Source: an optimization exercise on an open RTL-to-GDS flow (aim: small area, a short achievable clock period and few clock cycles). Production flows keep margins and buffers that such runs may drop.
Only simulation tests tie the RTL to the original design; equivalence was not proved.
Power and IR drop assume default switching activity.

--- flow/run.sh ---
#!/bin/bash
set -euo pipefail
export BUFFER_PORTS_ARGS="-buffer_cell sky130_fd_sc_hd__buf_1"
export SETUP_SLACK_MARGIN=6.3
bash standard.sh > standard.log 2>&1
--- standard.sh ---
#!/bin/bash
# synth_recipe.tcl (not shown) runs the flow's synth.tcl, then flattens the netlist and writes it again
# the make line also repeats each setting of config.mk as NAME=value (left out here)
make -C /OpenROAD-flow-scripts/flow DESIGN_CONFIG=/design/flow/config.mk WORK_HOME=/design/flow/orfs CLKGATE_MAP_FILE= SYNTH_SCRIPT=/design/flow/synth_recipe.tcl "${@:-finish}"
--- config.mk ---
export PLATFORM = sky130hd
export DESIGN_NAME = gpu_block
export DESIGN_NICKNAME = gpu_block
export VERILOG_FILES = /design/flow/design.v
export SDC_FILE = /design/flow/constraint.sdc
export NUM_CORES = 4
export LEC_CHECK = 0
export ABC_CLOCK_PERIOD_IN_PS = 3500
export CAP_MARGIN = 20
export CORE_MARGIN = 2
export CORE_UTILIZATION = 40
export PLACE_DENSITY = 0.6
export SLEW_MARGIN = 20
--- constraint.sdc ---
create_clock -name core_clock -period 9.5 [get_ports {clk}]
set_input_delay 1.9000 -clock core_clock [delete_from_list [all_inputs] [get_ports {clk}]]
set_output_delay 1.9000 -clock core_clock [all_outputs]
set_load 0.01 [all_outputs]
--- design.v ---
module gpu_block (
    input  wire         clk,
    input  wire         rst,
    input  wire         read_frame,
    input  wire         pixel_done,
    input  wire [2:0]   control_in,
    input  wire [7:0]   num_vertices_in,
    input  wire [23:0]  color_in,
    input  wire [767:0] vertices_in,
    output wire         computation_done,
    output wire         pixel_ready,
    output wire [23:0]  data_in,
    output wire [19:0]  address_in
);
    localparam S_IDLE  = 4'd0,
               S_START = 4'd1,
               S_LWAIT = 4'd2,
               S_L2    = 4'd5,
               S_L3    = 4'd6,
               S_L4    = 4'd7,
               S_STEP  = 4'd8,
               S_FSTEP = 4'd9,
               S_FIN   = 4'd10;
    reg [3:0] state;
    reg       idle;            
    reg       cdone;           
    reg       ld;              
    reg [29:0]  ring [0:15];
    reg [1:0]   v0c_hi;        
    reg         v1c_hi;        
    reg [23:0]  color;
    reg [2:0]   ctl;
    reg         lmode, first_only, is_cont;
    reg [4:0]   nv;
    integer k;
    always @(posedge clk) begin
        for (k = 0; k < 16; k = k + 1) begin
            if (ld)
                ring[k] <= {vertices_in[752-48*k +: 8], vertices_in[736-48*k +: 11],
                            vertices_in[720-48*k +: 11]};
            else
                ring[k] <= ring[(k+1) % 16];
        end
        if (idle) begin
            v0c_hi <= vertices_in[761:760];
            v1c_hi <= vertices_in[712];
            color  <= color_in;
            ctl    <= control_in;
            lmode  <= (control_in == 3'b001);
            first_only <= (control_in == 3'b011) || (control_in == 3'b100);
            is_cont <= (control_in == 3'b100);
            nv     <= num_vertices_in[4:0];
        end
    end
    wire [29:0] ring0 = ring[0];
    wire [29:0] ring1 = ring[1];
    wire [9:0]  f_xi = {v0c_hi, ring0[29:22]};
    wire [8:0]  f_yi = ring0[19:11];
    wire [9:0]  f_w_in = ring0[9:0];
    wire [8:0]  f_h_in = {v1c_hi, ring1[29:22]};
    reg  [4:0]  i;             
    reg  [7:0]  rem;           
    reg  [10:0] x1, y1;        
    reg  [3:0]  tv;            
    reg         havev;         
    reg         havej;         
    reg         fin_l;         
    wire [29:0] tap15 = ring[15];
    wire [29:0] tap7  = ring[7];
    wire [7:0]  jmask;
    genvar g;
    generate
        for (g = 0; g < 8; g = g + 1) begin : g_jm
            assign jmask[g] = (nv > g);
        end
    endgenerate
    function [2:0] lowbit;
        input [7:0] m;
        begin
            casez (m)
                8'b???????1: lowbit = 3'd0;
                8'b??????10: lowbit = 3'd1;
                8'b?????100: lowbit = 3'd2;
                8'b????1000: lowbit = 3'd3;
                8'b???10000: lowbit = 3'd4;
                8'b??100000: lowbit = 3'd5;
                8'b?1000000: lowbit = 3'd6;
                default:     lowbit = 3'd7;
            endcase
        end
    endfunction
    wire [2:0]  jnext    = lowbit(rem);
    wire [7:0]  rem_next = rem & ~(8'd1 << jnext);
    wire [4:0]  i_inc    = i + 5'd1;
    wire        last_i   = (i_inc == nv);
    wire [3:0]  want  = havev ? {1'b0, jnext} : i[3:0];
    wire        avail = (tv[2:0] == want[2:0]);
    wire [29:0] tap   = (tv[3] == want[3]) ? tap15 : tap7;
    wire [10:0] sx    = tap[21:11];
    wire [10:0] sy    = tap[10:0];
    wire [7:0]  vtx_m = tap[29:22] & jmask;
    wire        fe    = (state == S_LWAIT) || (state == S_STEP);
    wire        fetch_v = fe && !havev && !havej && !fin_l && avail;
    wire        fetch_j = fe && havev && !havej && avail;
    reg  signed [11:0] lx, ly;     
    reg  signed [11:0] u;          
    reg  [10:0] k1;                
    reg  signed [11:0] k2;         
    reg  [10:0] r;                 
    reg  [10:0] tdx, tdy;          
    reg         negx, negy, zx, zy;
    reg         sm, s, minc, cand;
    wire [11:0] pdx = {1'b0, tdx} - {1'b0, x1};
    wire [11:0] ndx = {1'b0, x1} - {1'b0, tdx};
    wire [11:0] pdy = {1'b0, tdy} - {1'b0, y1};
    wire [11:0] ndy = {1'b0, y1} - {1'b0, tdy};
    wire [11:0] dxy = {1'b0, tdx} - {1'b0, tdy};
    wire [11:0] dyx = {1'b0, tdy} - {1'b0, tdx};
    wire        is_small = !dxy[11];
    wire        pos    = !zx && !zy && (negx == negy);
    wire [10:0] xmin   = negx ? lx[10:0] : x1;
    wire [10:0] xmax   = negx ? x1 : lx[10:0];
    wire [10:0] ymin   = negy ? ly[10:0] : y1;
    wire [10:0] ymax   = negy ? y1 : ly[10:0];
    wire [10:0] dmaj   = sm ? tdx : tdy;
    wire        c      = !u[11];
    wire signed [11:0] u_k1 = u + {1'b0, k1};
    wire signed [11:0] u_k2 = u + k2;
    wire signed [11:0] lx_inc = lx + 12'sd1;
    wire signed [11:0] ly_inc = ly + 12'sd1;
    wire signed [11:0] lx_min = s ? lx_inc : lx - 12'sd1;
    wire signed [11:0] ly_min = s ? ly_inc : ly - 12'sd1;
    reg  [9:0]  fx;
    reg  [8:0]  fy;
    wire [9:0]  fx1    = fx + 10'd1;
    wire        fvalid = (fx <= 10'd720) && (fy <= 9'd480);
    wire        lvalid = !lx[11] && !ly[11] && (lx <= 12'sd720) && (ly <= 12'sd480);
    wire [9:0]  f_w    = k1[9:0];
    wire [8:0]  f_h    = r[8:0];
    wire        fterm  = cand && fvalid && (first_only || (fy == f_h));
    reg         out_valid;
    reg  [17:0] out_addr;
    wire        adv = !out_valid || pixel_done;
    wire [9:0]  ax = lmode ? lx[9:0] : fx;
    wire [8:0]  ay = lmode ? ly[8:0] : fy;
    wire [12:0] ahi = {ay, 4'b0} - {4'b0, ay} + {8'b0, ax[9:5]};
    wire [17:0] addr_calc = {ahi, ax[4:0]};
    always @(posedge clk or posedge rst) begin
        if (rst) begin
            out_valid <= 1'b0;
        end else if (adv) begin
            out_valid <= cand && (((state == S_STEP) && lvalid) ||
                                  ((state == S_FSTEP) && fvalid));
        end
    end
    always @(posedge clk) begin
        if (adv) out_addr <= addr_calc;
    end
    always @(posedge clk or posedge rst) begin
        if (rst) begin
            state <= S_IDLE;
            idle  <= 1'b1;
            cdone <= 1'b1;
            ld    <= 1'b1;
            cand  <= 1'b0;
            fx    <= 10'd0;
            fy    <= 9'd0;
        end else begin
            case (state)
                S_IDLE: if (read_frame) begin
                    state <= S_START;
                    idle  <= 1'b0;
                    cdone <= 1'b0;
                    ld    <= 1'b0;
                end
                S_START: begin
                    cand <= 1'b0;
                    if (lmode) begin
                        state <= (nv == 5'd0) ? S_FIN : S_LWAIT;
                        ld    <= (nv == 5'd0);
                    end else begin
                        if (!is_cont) begin
                            fx <= f_xi;
                            fy <= f_yi;
                        end
                        state <= S_FSTEP;
                    end
                end
                S_LWAIT: begin
                    if (havej)       state <= S_L2;
                    else if (fin_l) begin
                        state <= S_FIN;
                        ld    <= 1'b1;
                    end
                end
                S_L2: state <= S_L3;
                S_L3: state <= S_L4;
                S_L4: state <= S_STEP;
                S_STEP: if (adv) begin
                    if (r != 11'd0) begin
                        cand <= 1'b1;
                    end else begin
                        cand <= 1'b0;
                        if (havej)       state <= S_L2;
                        else if (fin_l) begin
                            state <= S_FIN;
                            ld    <= 1'b1;
                        end else         state <= S_LWAIT;
                    end
                end
                S_FSTEP: if (adv) begin
                    if (fterm) begin
                        state <= S_FIN;
                        ld    <= 1'b1;
                    end else begin
                        cand <= 1'b1;
                        if (fx1 == f_w) begin
                            fx <= 10'd0;
                            fy <= fy + 9'd1;
                        end else begin
                            fx <= fx1;
                        end
                    end
                end
                S_FIN: if (adv) begin
                    state <= S_IDLE;
                    idle  <= 1'b1;
                    cdone <= 1'b1;
                end
                default: begin
                    state <= S_IDLE;
                    idle  <= 1'b1;
                    cdone <= 1'b1;
                    ld    <= 1'b1;
                end
            endcase
        end
    end
    always @(posedge clk) begin
        case (state)
            S_START: begin
                k1[9:0] <= f_w_in;
                r[8:0]  <= f_h_in;
            end
            S_L2: begin
                lx   <= {1'b0, tdx};
                ly   <= {1'b0, tdy};
                negx <= pdx[11];
                negy <= pdy[11];
                zx   <= (tdx == x1);
                zy   <= (tdy == y1);
            end
            S_L3: begin
                sm   <= is_small;
                s    <= pos;
                minc <= is_small ? (tdx != 11'd0) : 1'b1;
                k1   <= is_small ? tdy : tdx;
                k2   <= is_small ? dyx : dxy;
                r    <= is_small ? ((tdx == 11'd0) ? 11'd1 : tdx) : tdy;
                lx   <= {1'b0, (is_small || pos) ? xmin : xmax};
                ly   <= {1'b0, (!is_small || pos) ? ymin : ymax};
            end
            S_L4: begin
                u    <= {1'b0, k1} - {2'b0, dmaj[10:1]} - {11'b0, dmaj[0]};
            end
            S_STEP: if (adv && (r != 11'd0)) begin
                r <= r - 11'd1;
                u <= c ? u_k2 : u_k1;
                if (sm) begin
                    if (minc) lx <= lx_inc;
                    if (c)    ly <= ly_min;
                end else begin
                    ly <= ly_inc;
                    if (c)    lx <= lx_min;
                end
            end
            default: ;
        endcase
    end
    always @(posedge clk) begin
        tv <= idle ? 4'd15 : tv + 4'd1;
        if (state == S_START) begin
            i     <= 5'd0;
            havev <= 1'b0;
            havej <= 1'b0;
            fin_l <= 1'b0;
        end else if (state == S_L2) begin
            havej <= 1'b0;
            tdx   <= pdx[11] ? ndx[10:0] : pdx[10:0];
            tdy   <= pdy[11] ? ndy[10:0] : pdy[10:0];
        end else if (fetch_v) begin
            x1 <= sx;
            y1 <= sy;
            rem <= vtx_m;
            if (vtx_m != 8'd0) havev <= 1'b1;
            else if (last_i)   fin_l <= 1'b1;
            else               i <= i_inc;
        end else if (fetch_j) begin
            tdx   <= sx;
            tdy   <= sy;
            rem   <= rem_next;
            havej <= 1'b1;
            if (rem_next == 8'd0) begin
                havev <= 1'b0;
                if (last_i) fin_l <= 1'b1;
                else        i <= i_inc;
            end
        end
    end
    assign computation_done = cdone;
    assign pixel_ready      = out_valid;
    assign data_in          = color;
    assign address_in       = {2'b00, out_addr};
endmodule
==> run notes, run 1 <==
Nets -> 4334
First-pass GRT wire length -> 148600 um
TritonRoute pass-1 iters -> 5
# rows -> 103
DRC viols -> 0
Via/cell ratio -> 5.254
WP data required -> 7600 ps
Mux contribution to synthesized area -> 19.34%
Die height -> 286.7 um
I/O Buffers -> 562
RSZ-0062 raised after global routing -> true
Relative slew margins -> 27.83%
Worst slew pin tran -> 1082 ps
XOR/XNOR Fraction of Synth Area -> 3.559%
Critical Path, Cell by Cell -> buf_6
Drt wl/cell -> 23.04 um
Crit Path Max Fanout -> 5
H-tree depth -> 3
Count leader, synth -> mux2_2
Die X-Extent -> 286.7 um
CTS Root Cell -> clkbuf_16
Hold Crit Start -> ring[11][28]
Met3 Use GR -> 8.243%
Initial Util -> 40.46%
Dpl hpwl -> 79960 um
Seq/Total Area, Yosys -> 50.04%
Crit share post-route -> 34.62%
Placer Congestion -> 0.9218
MaxCap Viol Count -> 0
Main combinational cell family by area after synthesis -> multiplexers
Crit path arrival time -> 1390 ps
Worst Path Buf+Inv -> 1
Worst-Skew Late Latency -> 670 ps
Slowest cell on the critical path -> dfstp_4
Seq cells post-synth -> 701
Ranking of synthesized cells by area -> dfxtp_1 31%, mux2_2 18%, edfxtp_1 17%
Synth Flop Type -> dfxtp_1
Worst setup path startpoint -> cdone
Syn. warnings -> 2
Worst setup EP type -> primary output
Antenna Nets Post-Route -> 0
Largest net degree at the start of global routing -> 181
Clock transition at the registers of the reported paths -> 60 ps
Max Slew Vio Count -> 0
Layout cells sized above 1 -> 23.34%
Cell taking the most area after synthesis -> dfxtp_1
Final hold violations -> 0
Area share of the largest cell type after synthesis -> 30.82%
Setup CP Type -> reg -> out
CTS buffer count -> 79
Final setup fails -> 0
Pint -> 0.008607 W
Switching portion of total power -> 33.77%
Gr ovfl total -> 0
Area Growth Syn to Fin -> 20.84%
Peak supply drop -> 0.2398 mV
Adder-cell share of the synthesized area -> 6.154%
Clock share of power -> 24.2%
M1 GR Usage -> 35.08%
Leakage Power -> 14.86 nW
GR Util met2 -> 35.54%
Clock Sinks -> 701
Vias -> 23690
Simple-Gate Fraction of Synth Area -> 7.669%
Tot GR Track Use -> 24.52%
TritonCTS clock tree -> done
Grt peak-use layer -> met2
Status -> finished clean
Setup crit start kind -> flop
Vias in the first global route -> 23110
# IOs -> 853
Worst r2r src -> tdy[7]
Power Density -> 336.5 mW/mm^2
Post-synth ARST share -> 3.852%
Routed wire length -> 103900 um
Initial antenna violation count -> 44
Setup TNS -> 0 ps
Post-synth cell types -> 91
Post-synth EDFFs -> 182
Mapped cell area -> 0.03196 sq mm
Number of placed cells counting well taps -> 4298
Hold WC Path Type -> reg -> reg
Core footprint -> 0.07900 sq mm
Switch Pwr -> 0.004389 W
Max frequency -> 0.3040 GHz
Non-filler cells, final -> 4509
Post-synthesis compound-gate area fraction -> 9.956%
Fin crit period -> 3289 ps
DR iter-0 viols -> 1811
Synth top cells by count -> 515 x mux2_2, 492 x dfxtp_1, 182 x edfxtp_1, 153 x o21ai_0, 149 x nor2_1
Delay-heaviest family, CP -> flip-flops
Seq pwr share -> 42.8%
Die area -> 0.08218 sq mm
Worst-case clock buffer depth -> 3
Synth Instances -> 2807
Worst path max stage delay -> 650 ps
Syn Area/Cell -> 11.39 sq um
Comb pwr share -> 33.0%
Clock Skew -> 70.64 ps
==> metal layers <==
metal	share of wire (%)	vias to the layer above	wire length [um]
li1	-	11250	-
met1	44	11250	45920
met3	12	168	12250
met5	0.18	-	191
met4	2.4	28	2494
met2	41	992	43020
==> logic make-up after synthesis <==
logic type,count (synthesis)
xor+xnor,129
other cells,1
buf+inv,269
fa+ha+maj,150
mux,553
flops,701
simple gates,495
compound gates,509
==> power groups by stage <==
stage | Combinational (W) | Sequential (W) | Clock, W
floorplan | 0.00325 | 0.00497 | 0
global placement | 0.00392 | 0.00563 | 0
detailed placement | 0.00396 | 0.00564 | 0
CTS | 0.00407 | 0.00559 | 0.00321
global route | 0.00469 | 0.00570 | 0.00333
finish | 0.00428 | 0.00557 | 0.00315
==> cells in the final DEF, fill, tap and decap left out, types with 9 or more instances in the layout <==
cell       count
edfxtp_1     182
inv_1        124
or3_1         15
ha_2          12
fa_1          11
a21oi_1      125
o21a_1        17
xor2_1        50
o21ai_0      142
clkbuf_16     81
a31oi_1       16
nand2_1      128
nor3_1        44
mux2_2       515
o22ai_1       13
buf_1        561
buf_4         47
xnor2_1       78
a21o_1        20
clkbuf_1      21
clkbuf_8      13
a22oi_1       27
nand2b_1      21
nand3_1       31
nor4_1        13
nor2b_1       13
dfxtp_1      492
diode_2       15
o21ai_2        9
mux2i_1       31
clkinv_2      14
nor2_1       147
nand4_1       15
dfrtp_1       21
ha_1         120
o21ai_1       22
o211ai_1      10
==> per-stage QoR <==
step | power (W) | worst slack, ps | area (sq um) | hold WS, ps | utilization (%)
after floorplan | 0.008222 | 6319 | 32020 | 432.8 | -
after CTS | 0.01287 | 5905 | 38100 | 438.4 | 48.22
after global routing | 0.01372 | 6168 | 38590 | 453.3 | 48.85
final | 0.01300 | 6211 | 38620 | 439.9 | 48.88
after detailed placement | 0.009600 | 5144 | 35050 | 440.8 | 44.37
after global placement | 0.009556 | 5155 | 35050 | 437.1 | 44.37
==> layout make-up <==
cell class	instances	area [sq um]
timing repair buffer	623	2729
multi-input combinational	1838	15300
clock inverter	33	437.9
fill	7357	40380
inverter	134	506.7
sequential	701	16010
tap	1050	1314
clock buffer	115	2285
antenna	15	37.54
==> path summary, 6_finish.rpt <==
check / to / slack (ps) / cells past startpoint
worst min-delay path: ring[10][28] / 440 / 1
min in group asynchronous: fx[9] / 1310 / 3
max in group asynchronous: ld / 7840 / 3
worst max-delay path: computation_done / 6210 / 1
worst min register to register: ring[10][28] / 440 / 1
worst max register to register: k2[10] / 6340 / 11
==> flip-flops by register name, indices dropped and copies added (netlist names), 10 cells and up <==
register	cells
color	24
fx	10
k1	11
k2	12
lx	12
ly	12
out_addr	18
r	11
ring	480
tdx	11
tdy	11
u	12
x1	11
y1	11
==> timing repair <==
item / 4_1_cts / 5_1_grt
gates resized for setup: 25 / 63
hold endpoints to repair: 0 / 0
setup buffers: 23 / 23
endpoints found under the setup margin: 153 / 79
gates cloned: 1 / 0
hold buffers: 0 / 0
pin swaps: 3 / 14
Testbench counts, summed over its fixed seeds: cycles 148,045.
==> inputs of run 2 (changes only) <==
--- a/design.v
+++ b/design.v
@@ -23,8 +23,9 @@
                S_FIN   = 4'd10;
     reg [3:0] state;
     reg       idle;            
-    reg       cdone;           
+    reg       busy;            
     reg       ld;              
+    reg       ld_n;            
     reg [29:0]  ring [0:15];
     reg [1:0]   v0c_hi;        
     reg         v1c_hi;        
@@ -35,11 +36,9 @@
     integer k;
     always @(posedge clk) begin
         for (k = 0; k < 16; k = k + 1) begin
-            if (ld)
-                ring[k] <= {vertices_in[752-48*k +: 8], vertices_in[736-48*k +: 11],
-                            vertices_in[720-48*k +: 11]};
-            else
-                ring[k] <= ring[(k+1) % 16];
+            ring[k] <= ~(({vertices_in[752-48*k +: 8], vertices_in[736-48*k +: 11],
+                           vertices_in[720-48*k +: 11]} & {30{ld}}) |
+                         (ring[(k+1) % 16] & {30{ld_n}}));
         end
         if (idle) begin
             v0c_hi <= vertices_in[761:760];
@@ -52,8 +51,8 @@
             nv     <= num_vertices_in[4:0];
         end
     end
-    wire [29:0] ring0 = ring[0];
-    wire [29:0] ring1 = ring[1];
+    wire [29:0] ring0 = ~ring[0];      
+    wire [29:0] ring1 = ~ring[1];
     wire [9:0]  f_xi = {v0c_hi, ring0[29:22]};
     wire [8:0]  f_yi = ring0[19:11];
     wire [9:0]  f_w_in = ring0[9:0];
@@ -95,7 +94,7 @@
     wire        last_i   = (i_inc == nv);
     wire [3:0]  want  = havev ? {1'b0, jnext} : i[3:0];
     wire        avail = (tv[2:0] == want[2:0]);
-    wire [29:0] tap   = (tv[3] == want[3]) ? tap15 : tap7;
+    wire [29:0] tap   = ((tv[3] == want[3]) ? tap15 : tap7) ^ {30{tv[0]}};
     wire [10:0] sx    = tap[21:11];
     wire [10:0] sy    = tap[10:0];
     wire [7:0]  vtx_m = tap[29:22] & jmask;
@@ -160,8 +159,9 @@
         if (rst) begin
             state <= S_IDLE;
             idle  <= 1'b1;
-            cdone <= 1'b1;
+            busy  <= 1'b0;
             ld    <= 1'b1;
+            ld_n  <= 1'b0;
             cand  <= 1'b0;
             fx    <= 10'd0;
             fy    <= 9'd0;
@@ -170,14 +170,16 @@
                 S_IDLE: if (read_frame) begin
                     state <= S_START;
                     idle  <= 1'b0;
-                    cdone <= 1'b0;
+                    busy  <= 1'b1;
                     ld    <= 1'b0;
+                    ld_n  <= 1'b1;
                 end
                 S_START: begin
                     cand <= 1'b0;
                     if (lmode) begin
                         state <= (nv == 5'd0) ? S_FIN : S_LWAIT;
                         ld    <= (nv == 5'd0);
+                        ld_n  <= !((nv == 5'd0));
                     end else begin
                         if (!is_cont) begin
                             fx <= f_xi;
@@ -191,6 +193,7 @@
                     else if (fin_l) begin
                         state <= S_FIN;
                         ld    <= 1'b1;
+                        ld_n  <= 1'b0;
                     end
                 end
                 S_L2: state <= S_L3;
@@ -205,6 +208,7 @@
                         else if (fin_l) begin
                             state <= S_FIN;
                             ld    <= 1'b1;
+                            ld_n  <= 1'b0;
                         end else         state <= S_LWAIT;
                     end
                 end
@@ -212,6 +216,7 @@
                     if (fterm) begin
                         state <= S_FIN;
                         ld    <= 1'b1;
+                        ld_n  <= 1'b0;
                     end else begin
                         cand <= 1'b1;
                         if (fx1 == f_w) begin
@@ -225,13 +230,14 @@
                 S_FIN: if (adv) begin
                     state <= S_IDLE;
                     idle  <= 1'b1;
-                    cdone <= 1'b1;
+                    busy  <= 1'b0;
                 end
                 default: begin
                     state <= S_IDLE;
                     idle  <= 1'b1;
-                    cdone <= 1'b1;
+                    busy  <= 1'b0;
                     ld    <= 1'b1;
+                    ld_n  <= 1'b0;
                 end
             endcase
         end
@@ -307,7 +313,7 @@
             end
         end
     end
-    assign computation_done = cdone;
+    assign computation_done = !busy;
     assign pixel_ready      = out_valid;
     assign data_in          = color;
     assign address_in       = {2'b00, out_addr};
==> flow/run.sh (replaced) <==
#!/bin/bash
set -euo pipefail
export BUFFER_PORTS_ARGS="-buffer_cell sky130_fd_sc_hd__buf_1"
export SETUP_SLACK_MARGIN=6.45
bash standard.sh > standard.log 2>&1
==> run 2 against run 1 <==
  * Maximum frequency is 3.6% higher
  * Core utilization grew 1.2 points
  * Count of clock-buffer cells in the layout fell by 8
  * Synthesized cell count increased by 4.1%
  * Register-to-register slack hardly changed
  * Setup slack improved by 120 ps
  * Area after synthesis is 3.9% lower
  * Non-clock buffer count increased by 54
  * Flip-flop and latch count is 2 higher
  * Global-route usage is 4.1 points higher
  * First-iteration DRC count rose by 49%
  * Die area shrank 3.9%
==> run notes, run 2 <==
Number of hold-repair buffers added at the cts stage -> 0 (unchanged)
Post-synth EDFFs -> 182 (unchanged)
Post-synth cell types -> 89 (-2.2%)
Max reg flops -> 480 (unchanged)
Gr ovfl total -> 0 (unchanged)
Routed wire length -> 118500 um (+14%)
Cell taking the most area after synthesis -> dfxtp_1
Via/cell ratio -> 5.658 (+7.7%)
Clock Skew -> 58.28 ps (-12.36 ps)
# rows -> 101 (-1.9%)
Dpl hpwl -> 87250 um (+9.1%)
Comb pwr share -> 32.9% (about the same)
Max frequency -> 0.3151 GHz (+3.6%)
Area Growth Syn to Fin -> 23.82%
Core Util, Final -> 50.06% (+1.2 points)
TritonRoute pass-1 iters -> 6 (+1)
CTS Root Cell -> clkbuf_16
Synth Instances -> 2922 (+4.1%)
Mapped cell area -> 0.03071 sq mm (-3.9%)
First-pass GRT wire length -> 164300 um (+11%)
Largest registers -> ring: 480 flops, color: 24 flops, out_addr: 18 flops
Crit path arrival time -> 3560 ps (+2170 ps)
Clock transition at the registers of the reported paths -> 60 ps (about the same)
Count leader, synth -> a22oi_1
Die area -> 0.07900 sq mm (-3.9%)
TritonCTS clock tree -> done
Leakage Power -> 14.83 nW (-0.18%)
Power Density -> 349.3 mW/mm^2 (+3.8%)
Number of placed cells counting well taps -> 4346 (+1.1%)
Commonest non-fill, non-tap cell in the layout -> buf_1
Worst slew pin tran -> 1049 ps (-33.42 ps)
Layout cells sized above 1 -> 12.32% (-11 points)
Pint -> 0.008151 W (-5.3%)
Seq/Total Area, Yosys -> 52.25% (+2.2 points)
Clock share of power -> 22.9% (-1.3 points)
Reg with most FFs -> ring
CTS buffer count -> 76 (-3.8%)
Setup CP Type -> reg -> reg
Initial antenna violation count -> 35 (-20%)
Crit Path Max Fanout -> 6 (+1)
Final hold violations -> 0 (unchanged)
Placed instance area -> 0.03373 sq mm (-3.8%)
H-tree depth -> 3 (unchanged)
Die height -> 281.1 um (-2.0%)
Vias -> 26000 (+9.7%)
Ranking of synthesized cells by area -> dfxtp_1 32%, edfxtp_1 18%, a22oi_1 12%
Most frequent cells in the layout -> 523 x buf_1, 503 x a22oi_1, 489 x dfxtp_1
# IOs -> 853 (unchanged)
Worst-Skew Late Latency -> 670 ps (about the same)
Hold WC Path Type -> reg -> reg
Tot GR Track Use -> 28.62% (+4.1 points)
Syn. warnings -> 2 (unchanged)
DR iter-0 viols -> 2705 (+49%)
WP data required -> 9890 ps (+2290 ps)
Nets -> 4444 (+2.5%)
DRC viols -> 0 (unchanged)
Max Slew Vio Count -> 0 (unchanged)
RSZ-0062 raised after global routing -> true
Setup crit start kind -> flop
Clock Sinks -> 703 (+0.29%)
Placer Congestion -> 0.9616 (+4.3%)
Fill count -> 7016 (-4.6%)
MaxCap Viol Count -> 0 (unchanged)
Switching portion of total power -> 38.63% (+4.9 points)
Crit share post-route -> 33.40% (-1.2 points)
Hold WS -> 399.7 ps (-40.19 ps)
Antenna Nets Post-Route -> 0 (unchanged)
Drt wl/cell -> 25.79 um (+12%)
Worst setup EP type -> flop
Vias in the first global route -> 24290 (+5.1%)
Status -> finished clean
Post-synth ARST share -> 4.125% (+0.27 points)
Seq pwr share -> 44.2% (+1.4 points)
I/O Buffers -> 562 (unchanged)
Setup TNS -> 0 ps (unchanged)
Peak supply drop -> 0.2758 mV (+15%)
Synth Flop Type -> dfxtp_1
Syn Area/Cell -> 10.51 sq um (-7.7%)
Die X-Extent -> 281.1 um (-2.0%)
Core footprint -> 0.07595 sq mm (-3.9%)
Largest net degree at the start of global routing -> 187 (+3.3%)
Fin crit period -> 3173 ps (-115.7 ps)
Synth top cells by count -> 504 x a22oi_1, 492 x dfxtp_1, 182 x edfxtp_1, 174 x nand2_1, 173 x clkbuf_1
Area share of the largest cell type after synthesis -> 32.08% (+1.3 points)
Seq cells post-synth -> 703 (+0.29%)
Relative slew margins -> 30.06% (+2.2 points)
Switch Pwr -> 0.005131 W (+17%)
Post-route cell area -> 0.03802 sq mm (-1.5%)
Non-filler cells, final -> 4595 (+1.9%)
Worst-case clock buffer depth -> 3 (unchanged)
Final setup fails -> 0 (unchanged)
Initial Util -> 40.43% (about the same)
==> run 2: cell count changes in the layout (fill, tap and decap cells not counted), moves of 28 or more <==
cell | before | now
nand2_1 | 128 | 167
nor2_1 | 147 | 109
mux2_2 | 515 | 14
buf_1 | 561 | 523
a22oi_1 | 27 | 503
clkbuf_2 | 0 | 28
buf_4 | 47 | 88
==> run 2: kinds of logic after synthesis <==
| logic type | share of synthesized area, % |
|---|---|
| AO/OA/AOI/OAI | 22.11 |
| XOR/XNOR | 4.388 |
| adder cells (fa/ha/maj) | 6.503 |
| buffers and inverters | 4.152 |
| flip-flops | 52.25 |
| multiplexers | 2.579 |
| other | 0.01221 |
| AND/OR/NAND/NOR | 8.015 |
==> run 2: through the flow <==
stage          setup slack, ps  power, W
2_1_floorplan             6304  0.008089
3_3_place_gp              5352  0.009700
3_5_place_dp              5325  0.009750
4_1_cts                   6261   0.01310
5_1_grt                   6226   0.01397
6_report                  6327   0.01328
==> run 2: per-layer routing <==
layer	track usage (%)	vias up	wire length, um
met1	39.57	12560	50190
met2	43.55	1214	52190
met3	7.756	221	12400
li1	-	11990	-
met4	8.611	20	3587
met5	0	-	136
==> run 2: power by group through the flow <==
| stage | Clock (W) | Sequential (W) | Combinational [W] |
|---|---|---|---|
| floorplan | 0 | 0.00503 | 0.00306 |
| global placement | 0 | 0.00590 | 0.00380 |
| detailed placement | 0 | 0.00589 | 0.00386 |
| CTS | 0.00308 | 0.00582 | 0.00420 |
| global route | 0.00320 | 0.00593 | 0.00483 |
| finish | 0.00304 | 0.00587 | 0.00438 |
==> run 2: area by class of cell <==
type	count	area, sq um	share of cell area (%)
flip-flops and latches	703	16060	42.25
clock buffers	107	2260	5.943
diodes	17	42.54	0.1119
multi-input cells	1889	14130	37.16
repair inverters	1	8.758	0.02303
repair buffers	677	3327	8.750
clock inverters	32	354.1	0.9313
well taps	1030	1289	3.389
inverters	139	549.3	1.445
==> run 2: worst paths after layout <==
path | from | endpoint | slack [ps] | cells after the start
worst min register to register | ring[14][10] | ring[13][10] | 400 | 1
max in group asynchronous | rst | fx[0] | 7790 | 3
worst max register to register | tdx[1] | tdx[3] | 6330 | 12
worst min-delay path | ring[14][10] | ring[13][10] | 400 | 1
worst max-delay path | tdx[1] | tdx[3] | 6330 | 12
min in group asynchronous | rst | state[0] | 1350 | 3
==> run 2: timing repair <==
item,CTS,global route
resized for setup,109,93
endpoints found under the setup margin,323,178
cloned,4,5
pin swaps,24,35
buffers inserted,54,30
==> run 2: critical path, stage by stage, from the launching register on <==
cell and delay, ps:
edfxtp_1 410, buf_6 160, ha_4 210, nor2b_4 130
o31a_1 250, o41a_1 340, o31a_1 330, o41ai_4 250
buf_4 180, buf_12 140, mux2i_2 240, xor2_1 190
o21ai_0 90
Testbench counts of run 2, summed over its fixed seeds: cycles 148,045.
==> inputs of run 3 (changes only) <==
==> flow/run.sh (replaced) <==
#!/bin/bash
set -euo pipefail
export BUFFER_PORTS_ARGS="-buffer_cell sky130_fd_sc_hd__buf_1"
export SETUP_SLACK_MARGIN=6.7
bash standard.sh > standard.log 2>&1
==> run 3 against run 2 <==
  * Still clean on timing, DRC and antenna
  * Design area grew 3.7%
  * Clock skew shrank 4.2 ps
  * Global-route usage rose by 0.36 points
  * Largest cell class unchanged
  * Largest power group unchanged
==> run notes, run 3 <==
Status -> finished clean
Area Growth Syn to Fin -> 28.39%
Post-synth cell types -> 89 (unchanged)
Largest net degree at the start of global routing -> 211 (+13%)
Die height -> 281.1 um (unchanged)
Switching portion of total power -> 38.14% (-0.49 points)
Seq cells post-synth -> 703 (unchanged)
Flop2flop setup slack -> 6400 ps (+70 ps)
Die X-Extent -> 281.1 um (unchanged)
Clock Skew -> 54.07 ps (-4.204 ps)
Synth top cells by count -> 504 x a22oi_1, 492 x dfxtp_1, 182 x edfxtp_1, 174 x nand2_1, 173 x clkbuf_1
Placement Setup Slack -> 5429 ps (+103.7 ps)
Leakage Power -> 15.41 nW (+3.9%)
Fin crit period -> 3103 ps (-70.63 ps)
# rows -> 101 (unchanged)
Area occupied by multi-input gates -> 0.01471 sq mm (+4.1%)
Post-route cell area -> 0.03943 sq mm (+3.7%)
Syn Area/Cell -> 10.51 sq um (unchanged)
Worst-case clock buffer depth -> 3 (unchanged)
RSZ-0062 raised after global routing -> true
Reg with most FFs -> ring
Nets -> 4522 (+1.8%)
Peak supply drop -> 0.2117 mV (-23%)
Dpl hpwl -> 88090 um (+0.96%)
Final hold violations -> 0 (unchanged)
TritonCTS clock tree -> done
Final setup fails -> 0 (unchanged)
Fill count -> 7005 (-0.16%)
Drt wl/cell -> 25.79 um (about the same)
Worst-Skew Late Latency -> 660 ps (about the same)
Setup TNS -> 0 ps (unchanged)
Slowest cell on the critical path -> edfxtp_1
Layout cells sized above 1 -> 16.92% (+4.6 points)
Most frequent cells in the layout -> 519 x buf_1, 503 x a22oi_1, 489 x dfxtp_1
Syn. warnings -> 2 (unchanged)
Setup crit start kind -> flop
Storage element area -> 0.01607 sq mm (about the same)
Pint -> 0.008416 W (+3.3%)
Post-synth EDFFs -> 182 (unchanged)
Core footprint -> 0.07595 sq mm (unchanged)
Gr ovfl total -> 0 (unchanged)
Setup CP Type -> reg -> reg
Worst setup EP type -> flop
I/O Buffers -> 562 (unchanged)
TritonRoute pass-1 iters -> 6 (unchanged)
First-pass GRT wire length -> 166800 um (+1.5%)
Hold WC Path Type -> reg -> reg
Worst path max stage delay -> 440 ps (+30 ps)
Max frequency -> 0.3223 GHz (+2.3%)
Vias in the first global route -> 24700 (+1.7%)
Synth Instances -> 2922 (unchanged)
Antenna Nets Post-Route -> 0 (unchanged)
Commonest non-fill, non-tap cell in the layout -> buf_1
Max reg flops -> 480 (unchanged)
Worst setup path startpoint -> x1[1]
Switch Pwr -> 0.005190 W (+1.1%)
CTS buffer count -> 78 (+2.6%)
Via/cell ratio -> 5.693 (+0.63%)
Routed wire length -> 120400 um (+1.6%)
Worst setup margin -> 6397 ps (+70.63 ps)
Worst Path Buf+Inv -> 3 (unchanged)
Die area -> 0.07900 sq mm (unchanged)
Critical R2R Capture -> tdx[6]
Worst r2r src -> x1[1]
H-tree depth -> 3 (unchanged)
Largest registers -> ring: 480 flops, color: 24 flops, out_addr: 18 flops
Clock transition at the registers of the reported paths -> 70 ps (about the same)
# IOs -> 853 (unchanged)
Clock Sinks -> 703 (unchanged)
Cells on worst reg2reg path -> 12 (unchanged)
Cell taking the most area after synthesis -> dfxtp_1
WP data required -> 9880 ps (about the same)
Max Slew Vio Count -> 0 (unchanged)
Ranking of synthesized cells by area -> dfxtp_1 32%, edfxtp_1 18%, a22oi_1 12%
Seq pwr share -> 43.3% (-0.9 points)
MaxCap Viol Count -> 0 (unchanged)
Crit Path Max Fanout -> 11 (+5)
Delay-heaviest family, CP -> compound AO/OA/AOI/OAI gates
Tot GR Track Use -> 28.98% (+0.36 points)
Synth Flop Type -> dfxtp_1
Worst slew pin tran -> 1033 ps (-15.75 ps)
Placed instance area -> 0.03383 sq mm (+0.30%)
Initial Util -> 40.43% (unchanged)
Mapped cell area -> 0.03071 sq mm (unchanged)
DRC viols -> 0 (unchanged)
CTS Root Cell -> clkbuf_16
Comb pwr share -> 33.7% (+0.8 points)
Count leader, synth -> a22oi_1
Initial antenna violation count -> 31 (-11%)
DR iter-0 viols -> 2631 (-2.7%)
Number of placed cells counting well taps -> 4350 (+0.092%)
Non-filler cells, final -> 4667 (+1.6%)
Core Util, Final -> 51.91% (+1.8 points)
Stages on worst setup path -> 12 (unchanged)
Relative slew margins -> 30.58% (+0.52 points)
Most common cell on crit path -> o31a_1
Worst setup path end -> tdx[6]
Placer Congestion -> 0.9705 (+0.93%)
Area share of the largest cell type after synthesis -> 32.08% (unchanged)
Critical Path, Cell by Cell -> inv_2, ha_4, nor2b_4, o31a_1, o41a_1, o31a_1, o41ai_4, buf_12, buf_4, mux2i_1, xnor2_1, o21ai_1
Crit path arrival time -> 3480 ps (-80 ps)
Vias -> 26570 (+2.2%)
Post-synth ARST share -> 4.125% (unchanged)
Crit share post-route -> 32.66% (-0.74 points)
Seq/Total Area, Yosys -> 52.25% (unchanged)
Power Density -> 345.1 mW/mm^2 (-1.2%)
Clock share of power -> 23.1% (+0.2 points)
==> run 3: cell counts after synthesis <==
Identical to the previous run, type by type.
==> run 3: worst min path at each step <==
stage	from	endpoint	slack, ps	depth (start not counted)
floorplan	ring[1][0]	ring[0][0]	390	1
global placement	ring[13][7]	ring[12][7]	390	1
detailed placement	ring[1][17]	ring[0][17]	400	1
CTS	ring[2][14]	ring[1][14]	390	1
global route	ring[1][16]	ring[0][16]	410	1
finish	ring[12][14]	ring[11][14]	390	1
==> run 3: layer usage <==
| layer | up-vias | global-route usage (%) | share of wire [%] | wire length (um) |
|---|---|---|---|---|
| met5 | - | 0 | 0.15 | 181 |
| met4 | 28 | 8.186 | 3.2 | 3796 |
| met3 | 208 | 7.083 | 10 | 12000 |
| met2 | 1220 | 44.62 | 45 | 53620 |
| met1 | 12980 | 40.34 | 42 | 50770 |
| li1 | 12140 | - | - | - |
==> run 3: repair_timing <==
action / in CTS / in global routing
buffers inserted: 95 / 57
pin swaps: 50 / 74
hold buffers: 0 / 0
hold endpoints to repair: 0 / 0
cloned: 8 / 5
endpoints found under the setup margin: 429 / 210
gates resized for setup: 173 / 183
==> run 3: power by group through the flow <==
stage               Clock, W  Combinational, W  Sequential [W]
global placement           0           0.00384         0.00588
CTS                  0.00317           0.00432         0.00584
finish               0.00314           0.00458         0.00589
global route         0.00329           0.00504         0.00594
floorplan                  0           0.00309         0.00503
detailed placement         0           0.00390         0.00587
==> run 3: logic make-up (layout without fill, tap and decap cells) <==
group	count (synthesis)	after routing	share of synthesized area [%]
AND/OR/NAND/NOR	519	520	8.015
AO/OA/AOI/OAI	983	984	22.11
buffers and inverters	333	1037	4.152
other	1	10	0.01221
adder cells (fa/ha/maj)	153	153	6.503
flip-flops	703	703	52.25
multiplexers	77	77	2.579
XOR/XNOR	153	153	4.388
==> run 3: cell type report <==
class	instances	area share, %
timing repair buffer	753	10.36
inverter	139	1.396
clock buffer	109	5.817
tap	1030	3.269
timing repair inverter	1	0.02856
antenna	8	0.05078
sequential	703	40.76
multi-input combinational	1889	37.31
clock inverter	35	1.019
==> run 3: stage by stage <==
step	hold slack, ps	power [W]
after floorplan	390.3	0.008118
after global placement	391.8	0.009722
after detailed placement	396.0	0.009775
after CTS	390.0	0.01333
after global routing	412.3	0.01428
final	393.4	0.01361
==> inputs of run 4 (changes only) <==
==> flow/run.sh (replaced) <==
#!/bin/bash
set -euo pipefail
export BUFFER_PORTS_ARGS="-buffer_cell sky130_fd_sc_hd__buf_1"
export SETUP_SLACK_MARGIN=6.45
bash standard.sh > standard.log 2>&1
--- a/config.mk
+++ b/config.mk
@@ -9,5 +9,7 @@
 export CAP_MARGIN = 20
 export CORE_MARGIN = 2
 export CORE_UTILIZATION = 40
+export CTS_CLUSTER_DIAMETER = 120
+export CTS_CLUSTER_SIZE = 25
 export PLACE_DENSITY = 0.6
 export SLEW_MARGIN = 20
==> run 4 against run 3 <==
  * Core utilization is 3.7 points lower
  * Wire length is 2.1% lower
  * Clock skew is 13 ps lower
  * First-iteration DRC count hardly changed
  * Register-to-register slack worse by 90 ps
  * Via count is 3.3% lower
  * Critical path depth is 1 higher
  * Largest power group unchanged
==> run notes, run 4 <==
Placed instance area -> 0.03373 sq mm (-0.30%)
Fin crit period -> 3190 ps (+86.85 ps)
Seq cells post-synth -> 703 (unchanged)
Worst setup path end -> tdx[7]
Ranking of synthesized cells by area -> dfxtp_1 32%, edfxtp_1 18%, a22oi_1 12%
Mapped cell area -> 0.03071 sq mm (unchanged)
Syn. warnings -> 2 (unchanged)
Seq/Total Area, Yosys -> 52.25% (unchanged)
Status -> finished clean
Worst setup path startpoint -> tdx[1]
Switching portion of total power -> 40.14% (+2.0 points)
Critical R2R Capture -> tdx[7]
Die area -> 0.07900 sq mm (unchanged)
Die height -> 281.1 um (unchanged)
Worst-case clock buffer depth -> 3 (unchanged)
Area share of the largest cell type after synthesis -> 32.08% (unchanged)
Crit path arrival time -> 3550 ps (+70 ps)
Comb pwr share -> 36.3% (+2.6 points)
Worst setup margin -> 6310 ps (-86.85 ps)
RSZ-0062 raised after global routing -> true
Largest registers -> ring: 480 flops, color: 24 flops, out_addr: 18 flops
Synth Flop Type -> dfxtp_1
TritonRoute pass-1 iters -> 5 (-1)
Post-route cell area -> 0.03662 sq mm (-7.1%)
Final hold violations -> 0 (unchanged)
Placement Setup Slack -> 5325 ps (-103.7 ps)
Number of placed cells counting well taps -> 4346 (-0.092%)
Clock share of power -> 15.2% (-7.9 points)
WP data required -> 9860 ps (-20 ps)
Worst r2r src -> tdx[1]
Leakage Power -> 14.11 nW (-8.4%)
Synth top cells by count -> 504 x a22oi_1, 492 x dfxtp_1, 182 x edfxtp_1, 174 x nand2_1, 173 x clkbuf_1
Vias in the first global route -> 23750 (-3.9%)
Most frequent cells in the layout -> 524 x buf_1, 503 x a22oi_1, 489 x dfxtp_1
# IOs -> 853 (unchanged)
# rows -> 101 (unchanged)
Antenna Nets Post-Route -> 0 (unchanged)
First-pass GRT wire length -> 162500 um (-2.6%)
Die X-Extent -> 281.1 um (unchanged)
Post-synth EDFFs -> 182 (unchanged)
Nets -> 4405 (-2.6%)
Drt wl/cell -> 26.10 um (+1.2%)
Setup TNS -> 0 ps (unchanged)
Max reg flops -> 480 (unchanged)
Non-filler cells, final -> 4515 (-3.3%)
Seq pwr share -> 48.5% (+5.2 points)
Placer Congestion -> 0.9616 (-0.92%)
Initial Util -> 40.43% (unchanged)
Post-synth ARST share -> 4.125% (unchanged)
Peak supply drop -> 0.2056 mV (-2.9%)
CTS Root Cell -> clkbuf_16
Hold WS -> 393.6 ps (+0.2420 ps)
Initial antenna violation count -> 38 (+23%)
Relative slew margins -> 32.64% (+2.1 points)
Power Density -> 330.2 mW/mm^2 (-4.3%)
Max Slew Vio Count -> 0 (unchanged)
Syn Area/Cell -> 10.51 sq um (unchanged)
DRC viols -> 0 (unchanged)
Clock Skew -> 40.62 ps (-13.46 ps)
Tot GR Track Use -> 28.28% (-0.70 points)
Clock transition at the registers of the reported paths -> 110 ps (+40 ps)
Clock Sinks -> 703 (unchanged)
Commonest non-fill, non-tap cell in the layout -> buf_1
Final setup fails -> 0 (unchanged)
Post-synth cell types -> 89 (unchanged)
Cell taking the most area after synthesis -> dfxtp_1
Hold WC Path Type -> reg -> reg
Area Growth Syn to Fin -> 19.26%
Synth Instances -> 2922 (unchanged)
Flop2flop setup slack -> 6310 ps (-90 ps)
Dpl hpwl -> 87250 um (-0.95%)
Gr ovfl total -> 0 (unchanged)
Worst slew pin tran -> 1010 ps (-22.87 ps)
Core footprint -> 0.07595 sq mm (unchanged)
Routed wire length -> 117800 um (-2.1%)
TritonCTS clock tree -> done
Switch Pwr -> 0.004854 W (-6.5%)
Setup CP Type -> reg -> reg
Largest net degree at the start of global routing -> 187 (-11%)
MaxCap Viol Count -> 0 (unchanged)
DR iter-0 viols -> 2629 (-0.076%)
H-tree depth -> 2 (-1)
Reg with most FFs -> ring
Count leader, synth -> a22oi_1
I/O Buffers -> 562 (unchanged)
Crit share post-route -> 33.58% (+0.91 points)
Worst setup EP type -> flop
Cells on worst reg2reg path -> 13 (+1)
Setup crit start kind -> flop
Max frequency -> 0.3135 GHz (-2.7%)
CTS buffer count -> 35 (-55%)
Worst-Skew Late Latency -> 630 ps (-30 ps)
Fill count -> 7157 (+2.2%)
Pint -> 0.007239 W (-14%)
Vias -> 25690 (-3.3%)
Crit Path Max Fanout -> 6 (-5)
Number of hold-repair buffers added at the cts stage -> 0 (unchanged)
Via/cell ratio -> 5.691 (about the same)
Layout cells sized above 1 -> 10.47% (-6.4 points)
==> run 4: cell counts after synthesis <==
Identical to the previous run, type by type.
==> run 4: cell type report <==
type	instances	area, sq um	share of cell area, %
Antenna cell	19	47.55	0.1298
Clock buffer	49	1002	2.737
Clock inverter	6	110.1	0.3007
Inverter	139	546.8	1.493
Multi-Input combinational cell	1889	14200	38.79
Sequential cell	703	16060	43.87
Tap cell	1030	1289	3.519
Timing Repair Buffer	679	3348	9.143
Timing Repair inverter	1	8.758	0.02392
==> run 4: per-layer routing <==
| layer | GRT usage [%] | vias up | part of all wire [%] |
|---|---|---|---|
| met3 | 7.091 | 157 | 10 |
| li1 | - | 11860 | - |
| met5 | 0 | - | 0.15 |
| met4 | 7.432 | 22 | 2.5 |
| met2 | 43.05 | 1116 | 44 |
| met1 | 39.87 | 12540 | 43 |
==> run 4: worst min path at each step <==
stage	cells past startpoint	from	slack, ps	end
CTS	1	ring[2][10]	400	ring[1][10]
global placement	1	ring[12][17]	390	ring[11][17]
global route	1	ring[0][10]	400	ring[15][10]
detailed placement	1	ring[2][12]	400	ring[1][12]
finish	1	ring[2][10]	390	ring[1][10]
floorplan	1	ring[1][0]	390	ring[0][0]
==> run 4: cell families after synthesis <==
kind of cell    share of synthesized area [%]
compound gates                          22.11
fa+ha+maj                               6.503
buf+inv                                 4.152
flops                                   52.25
mux                                     2.579
xor+xnor                                4.388
simple gates                            8.015
other cells                           0.01221
==> run 4: power groups by stage <==
| stage | sequential [W] | combinational [W] | clock (W) |
|---|---|---|---|
| after floorplan | 0.00503 | 0.00306 | 0 |
| after global placement | 0.00590 | 0.00380 | 0 |
| after detailed placement | 0.00589 | 0.00386 | 0 |
| after CTS | 0.00581 | 0.00417 | 0.00186 |
| after global routing | 0.00592 | 0.00484 | 0.00197 |
| final | 0.00586 | 0.00439 | 0.00184 |
==> run 4: worst max-delay path: stages, from the launching register on <==
cell	delay, ps
edfxtp_1	420
buf_6	150
ha_4	210
nor2b_4	120
o31a_1	250
o41a_1	340
o31a_1	320
o41ai_4	250
buf_4	180
buf_12	140
buf_12	110
mux2i_4	210
xnor2_1	140
o21ai_1	70
==> run 4: stage by stage <==
stage / power [W] / utilization [%]
2_1_floorplan: 0.008089 / -
3_3_place_gp: 0.009700 / 44.42
3_5_place_dp: 0.009750 / 44.42
4_1_cts: 0.01184 / 47.17
5_1_grt: 0.01273 / 48.18
6_report: 0.01209 / 48.22
==> run 4: timing repair <==
item	in CTS	in global routing
pin swaps	26	39
resized for setup	96	119
endpoints found under the setup margin	322	174
endpoints found under the hold margin	0	0
buffers inserted	54	34
cloned	4	3
==> inputs of run 5 (changes only) <==
--- a/design.v
+++ b/design.v
@@ -109,6 +109,7 @@
     reg  [10:0] tdx, tdy;          
     reg         negx, negy, zx, zy;
     reg         sm, s, minc, cand;
+    reg         dead_r;        
     wire [11:0] pdx = {1'b0, tdx} - {1'b0, x1};
     wire [11:0] ndx = {1'b0, x1} - {1'b0, tdx};
     wire [11:0] pdy = {1'b0, tdy} - {1'b0, y1};
@@ -134,6 +135,10 @@
     wire [9:0]  fx1    = fx + 10'd1;
     wire        fvalid = (fx <= 10'd720) && (fy <= 9'd480);
     wire        lvalid = !lx[11] && !ly[11] && (lx <= 12'sd720) && (ly <= 12'sd480);
+    wire        x_hi   = (lx > 12'sd720);
+    wire        y_hi   = (ly > 12'sd480);
+    wire        dead   = (x_hi && (sm || s)) || (y_hi && (!sm || s));
+    wire        more   = (r != 11'd0) && !dead_r;
     wire [9:0]  f_w    = k1[9:0];
     wire [8:0]  f_h    = r[8:0];
     wire        fterm  = cand && fvalid && (first_only || (fy == f_h));
@@ -200,7 +205,7 @@
                 S_L3: state <= S_L4;
                 S_L4: state <= S_STEP;
                 S_STEP: if (adv) begin
-                    if (r != 11'd0) begin
+                    if (more) begin
                         cand <= 1'b1;
                     end else begin
                         cand <= 1'b0;
@@ -269,7 +274,7 @@
             S_L4: begin
                 u    <= {1'b0, k1} - {2'b0, dmaj[10:1]} - {11'b0, dmaj[0]};
             end
-            S_STEP: if (adv && (r != 11'd0)) begin
+            S_STEP: if (adv && more) begin
                 r <= r - 11'd1;
                 u <= c ? u_k2 : u_k1;
                 if (sm) begin
@@ -284,6 +289,7 @@
         endcase
     end
     always @(posedge clk) begin
+        dead_r <= dead;
         tv <= idle ? 4'd15 : tv + 4'd1;
         if (state == S_START) begin
             i     <= 5'd0;
==> run 5 against run 4 <==
  * Global-route usage decreased by 0.11 points
  * Register-to-register slack improved by 40 ps
  * Critical path depth decreased by 1
  * Largest power group unchanged
  * Count of clock-buffer cells in the layout decreased by 3
  * Flip-flop and latch count increased by 1
  * Power decreased by 3.7%
  * Clock power decreased by 5%
  * Largest cell class unchanged
==> run notes, run 5 <==
Synth Instances -> 2840 (-2.8%)
I/O Buffers -> 562 (unchanged)
Leakage Power -> 14.08 nW (-0.22%)
Core footprint -> 0.07557 sq mm (-0.50%)
Final Total Pwr -> 0.01165 W (-3.7%)
Die X-Extent -> 279.8 um (-0.45%)
Cell taking the most area after synthesis -> dfxtp_1
Hold WC Path Type -> reg -> reg
Ranking of synthesized cells by area -> dfxtp_1 32%, edfxtp_1 18%, a22oi_1 12%
Fin crit period -> 3147 ps (-42.44 ps)
Setup crit start kind -> flop
Placed instance area -> 0.03328 sq mm (-1.3%)
Post-synth ARST share -> 4.119% (-0.0059 points)
Synth top cells by count -> 496 x a22oi_1, 493 x dfxtp_1, 182 x edfxtp_1, 161 x clkbuf_1, 159 x nand2_1
Initial antenna violation count -> 42 (+11%)
TritonRoute pass-1 iters -> 6 (+1)
Power Density -> 321.6 mW/mm^2 (-2.6%)
Worst Path Buf+Inv -> 2 (-2)
Worst path max stage delay -> 470 ps (+50 ps)
Final hold violations -> 0 (unchanged)
Gr ovfl total -> 0 (unchanged)
Antenna Nets Post-Route -> 0 (unchanged)
Mapped cell area -> 0.03043 sq mm (-0.91%)
Crit Path Max Fanout -> 7 (+1)
Vias -> 25070 (-2.4%)
Via/cell ratio -> 5.708 (+0.31%)
Setup CP Type -> reg -> reg
CTS buffer count -> 35 (unchanged)
Relative slew margins -> 38.75% (+6.1 points)
Seq cells post-synth -> 704 (+0.14%)
Worst-Skew Late Latency -> 600 ps (-30 ps)
Clock transition at the registers of the reported paths -> 110 ps (about the same)
Slowest cell on the critical path -> edfxtp_1
Max reg flops -> 480 (unchanged)
DR iter-0 viols -> 2660 (+1.2%)
Area Growth Syn to Fin -> 19.01%
Post-synth EDFFs -> 182 (unchanged)
# rows -> 101 (unchanged)
Syn Area/Cell -> 10.71 sq um (+2.0%)
RSZ-0062 raised after global routing -> true
Synth Flop Type -> dfxtp_1
Nets -> 4329 (-1.7%)
# IOs -> 853 (unchanged)
Largest registers -> ring: 480 flops, color: 24 flops, out_addr: 18 flops
Commonest non-fill, non-tap cell in the layout -> buf_1
First-pass GRT wire length -> 160100 um (-1.5%)
Area share of the largest cell type after synthesis -> 32.44% (+0.36 points)
Final setup fails -> 0 (unchanged)
TritonCTS clock tree -> done
Seq/Total Area, Yosys -> 52.79% (+0.54 points)
Delay-heaviest family, CP -> compound AO/OA/AOI/OAI gates
Setup TNS -> 0 ps (unchanged)
Post-synth cell types -> 89 (unchanged)
Routed wire length -> 116900 um (-0.75%)
H-tree depth -> 2 (unchanged)
Initial Util -> 40.26% (-0.17 points)
Flop2flop setup slack -> 6350 ps (+40 ps)
Worst setup EP type -> flop
Dpl hpwl -> 86430 um (-0.94%)
Critical Path, Cell by Cell -> buf_4, ha_4, nand4_1, nor2_2, a221oi_4, buf_12, a311oi_1, a31oi_1, a311oi_4, o21ai_1, a221oi_2, xnor2_1
MaxCap Viol Count -> 0 (unchanged)
Number of hold-repair buffers added at the cts stage -> 0 (unchanged)
Count leader, synth -> a22oi_1
WP data required -> 9850 ps (about the same)
Peak supply drop -> 0.2047 mV (-0.47%)
Clock Sinks -> 704 (+0.14%)
Worst-case clock buffer depth -> 3 (unchanged)
Reg with most FFs -> ring
Largest net degree at the start of global routing -> 219 (+17%)
Placer Congestion -> 0.9274 (-3.6%)
Drt wl/cell -> 26.63 um (+2.0%)
Die area -> 0.07829 sq mm (-0.90%)
Crit share post-route -> 33.13% (-0.45 points)
Clock Skew -> 38.83 ps (-1.787 ps)
Status -> finished clean
Most frequent cells in the layout -> 537 x buf_1, 496 x a22oi_1, 490 x dfxtp_1
DRC viols -> 0 (unchanged)
Crit path arrival time -> 3490 ps (-60 ps)
Worst slew pin tran -> 918.8 ps (-91.67 ps)
Post-route cell area -> 0.03621 sq mm (-1.1%)
Max frequency -> 0.3177 GHz (+1.3%)
Max Slew Vio Count -> 0 (unchanged)
CTS Root Cell -> clkbuf_16
Tot GR Track Use -> 28.18% (-0.11 points)
Layout cells sized above 1 -> 10.89% (+0.42 points)
Syn. warnings -> 2 (unchanged)
Vias in the first global route -> 23220 (-2.2%)
Die height -> 279.8 um (-0.45%)
==> run 5: path summary, 6_finish.rpt <==
kind | cells past startpoint | end | from
worst min-delay path | 1 | ring[13][29] | ring[14][29]
min in group asynchronous | 3 | busy | rst
worst max-delay path | 12 | k2[10] | tdy[8]
worst max register to register | 12 | k2[10] | tdy[8]
worst min register to register | 1 | ring[13][29] | ring[14][29]
max in group asynchronous | 3 | out_valid | rst
==> run 5: cell type report <==
class / instances / area [sq um]
Tap cell: 978 / 1224
Timing Repair Buffer: 691 / 3506
Antenna cell: 25 / 62.56
Fill cell: 7163 / 39360
Multi-Input combinational cell: 1820 / 13840
Sequential cell: 704 / 16080
Clock buffer: 46 / 938.4
Clock inverter: 7 / 93.84
Inverter: 120 / 462.9
==> run 5: worst register-to-register path, stage by stage (launching register included) <==
cell      delay [ps]
edfxtp_1         470
buf_4            190
ha_4             320
nand4_1          200
nor2_2           180
a221oi_4         100
buf_12           150
a311oi_1         260
a31oi_1          150
a311oi_4         380
o21ai_1          120
a221oi_2         280
xnor2_1          100
==> run 5: metrics by stage <==
step	utilization [%]	hold slack, ps	std cells	setup slack (ps)
2_1_floorplan	-	390.3	2841	6351
3_3_place_gp	44.04	392.5	4203	5390
3_5_place_dp	44.04	396.0	4203	5361
4_1_cts	46.45	395.5	4304	6329
5_1_grt	47.86	410.8	4374	6234
6_report	47.92	393.4	4391	6353
==> run 5: metal layers <==
layer	track usage, %	share of wire, %	up-vias
li1	-	-	11570
met1	36.65	41	12180
met2	44.32	46	1072
met3	8.499	9.9	207
met4	10.09	3.9	30
met5	0	0.15	-
==> run 5: where the power goes <==
| part | switching, W | internal, W | leakage (nW) | total (W) |
|---|---|---|---|---|
| Combinational | 0.00238 | 0.00182 | 7.34 | 0.00419 |
| Sequential | 0.00114 | 0.00456 | 6.24 | 0.00570 |
| Clock | 0.00102 | 0.000733 | 0.506 | 0.00175 |
| Total | 0.00454 | 0.00711 | 14.1 | 0.0116 |
==> run 5: timing repair <==
action | in CTS | in global routing
resized for setup | 70 | 137
gates cloned | 9 | 4
setup endpoints to repair | 217 | 127
setup buffers | 39 | 58
pin swaps | 16 | 45
==> run 5: cell families after synthesis <==
family / share of synthesized area, %
flip-flops: 52.79
other: 0.01232
XOR/XNOR: 4.749
multiplexers: 2.739
AO/OA/AOI/OAI: 21.38
buffers and inverters: 4.120
adder cells (fa/ha/maj): 6.534
AND/OR/NAND/NOR: 7.673
Testbench counts of run 5, summed over its fixed seeds: cycles 142,640.
==> inputs of run 6 (changes only) <==
--- a/config.mk
+++ b/config.mk
@@ -9,7 +9,7 @@
 export CAP_MARGIN = 20
 export CORE_MARGIN = 2
 export CORE_UTILIZATION = 40
-export CTS_CLUSTER_DIAMETER = 120
-export CTS_CLUSTER_SIZE = 25
+export CTS_CLUSTER_DIAMETER = 100
+export CTS_CLUSTER_SIZE = 20
 export PLACE_DENSITY = 0.6
 export SLEW_MARGIN = 20
==> run 6 against run 5 <==
  * Maximum frequency decreased by 1.6%
  * Clock skew shrank 5.0 ps
  * Largest cell class unchanged
  * Non-clock buffer count fell by 15
  * Flip-flop and latch count stayed put
  * Power up 0.96%
  * Setup slack lost 53 ps
  * Critical path type unchanged
  * Combinational power decreased by 2%
  * Hold slack gained 6.6 ps
==> run notes, run 6 <==
Status -> finished clean
Crit path arrival time -> 3570 ps (+80 ps)
Max reg flops -> 480 (unchanged)
Hold WC Path Type -> reg -> reg
Peak supply drop -> 0.2273 mV (+11%)
Final setup fails -> 0 (unchanged)
Crit Path Max Fanout -> 7 (unchanged)
Syn Area/Cell -> 10.71 sq um (unchanged)
Gr ovfl total -> 0 (unchanged)
Initial antenna violation count -> 42 (unchanged)
Post-synth EDFFs -> 182 (unchanged)
Worst setup EP type -> flop
Worst-Skew Late Latency -> 630 ps (+30 ps)
Setup TNS -> 0 ps (unchanged)
Met3 Use GR -> 8.749% (+0.25 points)
Vias in the first global route -> 23270 (+0.22%)
Worst slew pin tran -> 1048 ps (+129.2 ps)
DR iter-0 viols -> 2628 (-1.2%)
Clock Skew -> 33.78 ps (-5.047 ps)
Synth top cells by count -> 496 x a22oi_1, 493 x dfxtp_1, 182 x edfxtp_1, 161 x clkbuf_1, 159 x nand2_1
Final hold violations -> 0 (unchanged)
Grt peak-use layer -> met2
Setup crit start kind -> flop
Mapped cell area -> 0.03043 sq mm (unchanged)
Placement Setup Slack -> 5361 ps (unchanged)
MaxCap Viol Count -> 0 (unchanged)
Area share of the largest cell type after synthesis -> 32.44% (unchanged)
# IOs -> 853 (unchanged)
Syn. warnings -> 2 (unchanged)
Max Slew Vio Count -> 0 (unchanged)
Seq cells post-synth -> 704 (unchanged)
Seq/Total Area, Yosys -> 52.79% (unchanged)
Area occupied by multi-input gates -> 0.01375 sq mm (-0.67%)
Routed wire length -> 115500 um (-1.2%)
I/O Buffers -> 562 (unchanged)
Commonest non-fill, non-tap cell in the layout -> buf_1
Placer Congestion -> 0.9274 (unchanged)
GR Util met2 -> 44.00% (-0.32 points)
Core footprint -> 0.07557 sq mm (unchanged)
Die X-Extent -> 279.8 um (unchanged)
Dpl hpwl -> 86430 um (unchanged)
Cell taking the most area after synthesis -> dfxtp_1
H-tree depth -> 2 (unchanged)
TritonCTS clock tree -> done
Die height -> 279.8 um (unchanged)
Relative slew margins -> 30.14% (-8.6 points)
Post-synth cell types -> 89 (unchanged)
Most frequent cells in the layout -> 530 x buf_1, 496 x a22oi_1, 491 x dfxtp_1
Worst-case clock buffer depth -> 3 (unchanged)
Power Density -> 324.7 mW/mm^2 (+0.98%)
Fill count -> 7144 (-0.27%)
Synth Flop Type -> dfxtp_1
RSZ-0062 raised after global routing -> true
Ranking of synthesized cells by area -> dfxtp_1 32%, edfxtp_1 18%, a22oi_1 12%
Via/cell ratio -> 5.711 (about the same)
Fin crit period -> 3200 ps (+52.69 ps)
Clock transition at the registers of the reported paths -> 90 ps (-20 ps)
Area Growth Syn to Fin -> 18.99% (about the same)
Max frequency -> 0.3125 GHz (-1.6%)
Core Util, Final -> 47.91% (about the same)
Post-synth ARST share -> 4.119% (unchanged)
Largest net degree at the start of global routing -> 219 (unchanged)
Leakage Power -> 14.12 nW (+0.24%)
Count leader, synth -> a22oi_1
First-pass GRT wire length -> 160300 um (about the same)
Drt wl/cell -> 26.31 um (-1.2%)
Clock Sinks -> 704 (unchanged)
Storage element area -> 0.01608 sq mm (about the same)
Worst setup margin -> 6300 ps (-52.69 ps)
M1 GR Usage -> 36.25% (-0.40 points)
Reg with most FFs -> ring
Vias -> 25070 (unchanged)
CTS Root Cell -> clkbuf_16
TritonRoute pass-1 iters -> 6 (unchanged)
Tot GR Track Use -> 28.13% (-0.045 points)
Largest registers -> ring: 480 flops, color: 24 flops, out_addr: 18 flops
Layout cells sized above 1 -> 10.66% (-0.23 points)
Setup CP Type -> reg -> reg
Nets -> 4323 (-0.14%)
Synth Instances -> 2840 (unchanged)
Crit share post-route -> 33.68% (+0.55 points)
Initial Util -> 40.26% (unchanged)
Die area -> 0.07829 sq mm (unchanged)
# rows -> 101 (unchanged)
CTS buffer count -> 44 (+26%)
WP data required -> 9870 ps (+20 ps)
DRC viols -> 0 (unchanged)
Antenna Nets Post-Route -> 0 (unchanged)
==> run 6: cell counts after synthesis <==
Identical to the previous run, type by type.
==> run 6: cell families after synthesis <==
logic type | Yosys count | synth area share (%)
xor gates and xnor gates | 162 | 4.749
adders and majority gates | 152 | 6.534
DFF | 704 | 52.79
muxes | 80 | 2.739
buffers and inverters | 319 | 4.120
and+or+nand+nor | 479 | 7.673
other | 1 | 0.01232
AOI/OAI and AO/OA | 943 | 21.38
==> run 6: final cells by class <==
| class | count | area share, % |
|---|---|---|
| antenna | 26 | 0.1797 |
| clock buffer | 52 | 3.124 |
| clock inverter | 13 | 0.4769 |
| inverter | 120 | 1.261 |
| multi-input combinational | 1820 | 37.97 |
| sequential | 704 | 44.42 |
| tap | 978 | 3.380 |
| timing repair buffer | 676 | 9.189 |
==> run 6: timing repair <==
action	4_1_cts	5_1_grt
cloned	7	3
setup buffers	42	43
hold buffers	0	0
endpoints found under the setup margin	210	173
gates resized for setup	86	106
pin swaps	25	44
==> run 6: final timing paths <==
check | slack (ps) | cells after the start | startpoint | to
setup / recovery | 6300 | 12 | tdy[7] | k2[10]
hold / removal | 400 | 1 | ring[9][19] | ring[8][19]
setup reg to reg | 6300 | 12 | tdy[7] | k2[10]
hold reg to reg | 400 | 1 | ring[9][19] | ring[8][19]
max in group asynchronous | 7790 | 3 | rst | state[3]
min in group asynchronous | 1360 | 3 | rst | ld_n
==> run 6: critical path, stage by stage, from the launching register on <==
cell and delay, ps:
edfxtp_1 500, buf_4 200, ha_2 380, nand4_1 200, nor2_2 200, a221oi_4 100
buf_12 150, a311oi_1 230, a31oi_1 130, a311oi_2 360, o21ai_1 110, a221oi_2 270
xnor2_1 110
==> run 6: routing by layer <==
| layer | part of all wire [%] | wire length [um] |
|---|---|---|
| met5 | 0.16 | 186 |
| met4 | 4.3 | 4988 |
| met3 | 10 | 11670 |
| met2 | 45 | 52130 |
| met1 | 40 | 46530 |
==> run 6: power by group <==
group	internal (W)	total (W)	leakage (nW)	switching, W
Combinational	0.00177	0.00410	7.25	0.00233
Sequential	0.00456	0.00569	6.24	0.00113
Clock	0.000875	0.00197	0.631	0.00109
Total	0.00721	0.0118	14.1	0.00455
==> run 6: metrics by stage <==
step                area (sq um)  power [W]  std cells  hold WS [ps]
detailed placement         33280   0.009398       4203         396.0
global route               36160    0.01240       4372         414.9
global placement           33280   0.009361       4203         392.5
finish                     36210    0.01176       4389         400.0
floorplan                  30600   0.007933       2841         390.3
CTS                        35460    0.01161       4317         398.1

## re-timing with driven ports
No port has a modelled driver above. Below, the same layouts with a new extraction and two added sets of constraints. Step 1 assumes that a clkbuf_16 drives the clock port and a buf_2 every other input. Step 2, shift: input delay + t, output delay - t, t = (earliest + latest rising clock arrival at the registers) / 2. This alone moves slack from input paths to output paths. Three values: ideal ports, drivers, drivers and shift; two values: the first two.
| run | t (ns) | slack for setup (ns) | worst setup path after step 2 | slew at the worst register clock pin (ns) | pins driven straight from the clock port |
|---|---|---|---|---|---|
| run 1 | 0.698 | 6.211 / 6.146 / 5.749 | input to register | 0.06 / 0.06 | 1 |
| run 2 | 0.708 | 6.327 / 6.293 / 5.877 | input to register | 0.07 / 0.07 | 1 |
| run 3 | 0.702 | 6.397 / 6.355 / 5.947 | input to register | 0.07 / 0.07 | 1 |
| run 4 | 0.676 | 6.310 / 6.308 / 5.892 | input to register | 0.12 / 0.12 | 1 |
| run 5 | 0.655 | 6.353 / 6.339 / 5.956 | input to register | 0.11 / 0.11 | 1 |
| run 6 | 0.689 | 6.300 / 6.300 / 5.941 | input to register | 0.09 / 0.09 | 1 |
After both steps every run listed still meets setup and hold. The setup slack of run 1, which loses most, moves by -0.065 ns with the drivers and by -0.462 ns with both steps.
